What follows belongs to an exercise in optimizing a design on an open flow for small area, a short achievable clock period and few clock cycles; a production flow would make more cautious choices. In this exercise RTL edits were held to simulation tests only and were not proved equivalent to the original.

## conv_mac
module conv_mac (
    input         clk,
    input         rst,           
    input         in_valid,
    input  [31:0] OperandA,      
    input  [31:0] OperandB,      
    input  [7:0]  kernel_size,
    output        out_valid,
    output [31:0] result
);
For scale: about 3500 cells after synthesis, roughly 150 flip-flops, ~26000 sq um of cells after synthesis.
==> flow/config.mk <==
export PLATFORM = sky130hd
export DESIGN_NAME = conv_mac
export DESIGN_NICKNAME = conv_mac
export VERILOG_FILES = /design/flow/design.v
export SDC_FILE = /design/flow/constraint.sdc
export NUM_CORES = 4
export LEC_CHECK = 0
export ABC_AREA = 1
export CAP_MARGIN = 60
export CORE_MARGIN = 2
export CORE_UTILIZATION = 65
export CTS_CLUSTER_DIAMETER = 100
export CTS_CLUSTER_SIZE = 40
export SLEW_MARGIN = 60
==> flow/constraint.sdc <==
create_clock -name core_clock -period 44.0 [get_ports {clk}]
set_input_delay 8.8000 -clock core_clock [delete_from_list [all_inputs] [get_ports {clk}]]
set_output_delay 8.8000 -clock core_clock [all_outputs]
set_load 0.01 [all_outputs]
standard.sh (not shown) runs the stock make flow with config.mk's settings and CLKGATE_MAP_FILE= SYNTH_SCRIPT=/design/flow/synth_recipe.tcl, a recipe that flattens the netlist after the stock synthesis.
==> flow/flow/run.sh <==
#!/bin/bash
# Standard layout, with faster port buffers and timing repair aimed at a
# tighter setup target than the clock period requires.
export BUFFER_PORTS_ARGS="-buffer_cell sky130_fd_sc_hd__buf_2"
export SETUP_SLACK_MARGIN=34
bash standard.sh > standard.log 2>&1
The baseline finished with timing, DRC and antenna clean.
Testbench counts at the start, summed over its fixed seeds: cycles 56,460.
Edit:
Settings changed: CTS_CLUSTER_DIAMETER 100 to default, CTS_CLUSTER_SIZE 40 to default.
Effect: Clock skew stays the same; core utilization does not change; area after synthesis stays the same; final area is unchanged; critical path depth does not change; first-iteration DRC count stays the same; sequential share of layout area is unchanged; wire length stays the same; synthesized cell count does not change; non-clock buffer count does not change.


conv_mac, a different RTL version from the one above (not shown whole).
For scale: ~3500 cells after synthesis, ~110 I/O pins, ~26000 um2 of cells after synthesis.
// conv_mac
module conv_mac (
    input         clk,
    input         rst,           
    input         in_valid,
    input  [31:0] OperandA,      
    input  [31:0] OperandB,      
    input  [7:0]  kernel_size,
    output        out_valid,
    output [31:0] result
);
reg         v_in;
reg  [30:0] a_in, b_in;
reg         s_in;
reg         v_prod;
reg  [31:0] prod;
reg  [7:0]  ksz;    
wire [31:0] mult_result;
always @(posedge clk or negedge rst) begin
    if (~rst) begin
        v_in <= 1'b0;
        v_prod <= 1'b0;
    end else begin
        v_in <= in_valid;
        v_prod <= v_in;
    end
end
always @(posedge clk) begin
    a_in <= OperandA[30:0];
    b_in <= OperandB[30:0];
    s_in <= OperandA[31] ^ OperandB[31];
    prod <= mult_result;
    ksz <= kernel_size;
end
floating_Mult multiplier(
    .OperandA({1'b0, a_in}),
    .OperandB({1'b0, b_in}),
    .sign_in(s_in),
    .out(mult_result)
);
Accumulator accumulator(
    .clk(clk),
    .rst(rst),
    .IN1(prod),
    .in_valid(v_prod),
    .kernel_size(ksz),
    .Accumulator(result),
    .output_valid(out_valid)
);
endmodule
export LEC_CHECK = 0
export ABC_AREA = 1
export CAP_MARGIN = 60
export CORE_MARGIN = 2
export CORE_UTILIZATION = 40
export SLEW_MARGIN = 60
create_clock -name core_clock -period 44.0 [get_ports {clk}]
==> flow/flow/run.sh <==
#!/bin/bash
# Standard layout, with faster port buffers and timing repair aimed at a
# tighter setup target than the clock period requires.
export BUFFER_PORTS_ARGS="-buffer_cell sky130_fd_sc_hd__buf_2"
export SETUP_SLACK_MARGIN=34.5
bash standard.sh > standard.log 2>&1
Testbench counts at the start, summed over its fixed seeds: cycles 56,460.
Change:
--- a/flow/flow/run.sh
+++ b/flow/flow/run.sh
@@ -4,3 +4,3 @@
 export BUFFER_PORTS_ARGS="-buffer_cell sky130_fd_sc_hd__buf_2"
-export SETUP_SLACK_MARGIN=34.5
+export SETUP_SLACK_MARGIN=34
 bash standard.sh > standard.log 2>&1
- CORE_UTILIZATION: 40 -> 65
The changed run finished with timing, DRC and antenna clean.
Sequential cell count stays the same.
Clock-buffer cell count went down by 1.
Final cell count went down by 8.8%.
Worst setup slack improves by 42 ps.
Die area went down by 38%.
Core utilization went up by 25 points.
Final area went down by 3.7%.
Change:
==> flow/run.sh (new file) <==
#!/bin/bash
# synth_recipe.tcl (not shown) runs the flow's synth.tcl, then flattens the netlist and writes it again
# the make line also repeats each setting of config.mk as NAME=value (left out here)
make -C /OpenROAD-flow-scripts/flow DESIGN_CONFIG=/design/flow/config.mk WORK_HOME=/design/flow/orfs CLKGATE_MAP_FILE= SYNTH_SCRIPT=/design/flow/synth_recipe.tcl finish
- CORE_UTILIZATION: 65 -> 40
removed: flow/flow/run.sh
removed: flow/standard.sh
The changed run finished with timing, DRC and antenna clean.
Final area went up by 2.2%.
Cell count went up by 7.6%.
First-iteration DRC count went down by 38%.
Clock skew went up by 4.6 ps.
Worst setup slack gets worse by 550 ps.
Non-clock buffer count went down by 14.
Hold slack stays flat.
Global-route usage went down by 18 points.

-- re-timing with driven ports --
The results above use ideal ports. As a check the final layouts listed here were re-extracted and re-timed, cells and wires unchanged.
Step 1, drivers: a clkbuf_16 drives clk and a buf_2 each remaining input, both assumed.
Step 2 also shifts input and output timing later by t, the mid clock arrival at the registers, as if the neighbouring blocks saw the same clock.
Three values: ideal ports, drivers, drivers and shift; two values: the first two.
run | shift t [ns] | slack for setup (ns) | latest minus earliest clock arrival (ns) | worst slew at a driven data input, ns
the first run of note 1 | 0.540 | 34.012 / 33.952 / 33.632 | 0.021 / 0.021 | 0.04
the second run of note 1 | 0.540 | 34.012 / 33.952 / 33.632 | 0.021 / 0.021 | 0.04
the first run of note 2 | 0.560 | 33.942 / 33.881 / 34.441 | 0.023 / 0.022 | 0.05
the second run of note 2 | 0.552 | 33.984 / 33.925 / 34.476 | 0.015 / 0.015 | 0.04
the third run of note 2 | 0.573 | 33.438 / 33.375 / 33.825 | 0.020 / 0.021 | 0.05
After both steps every run listed still meets setup and hold.
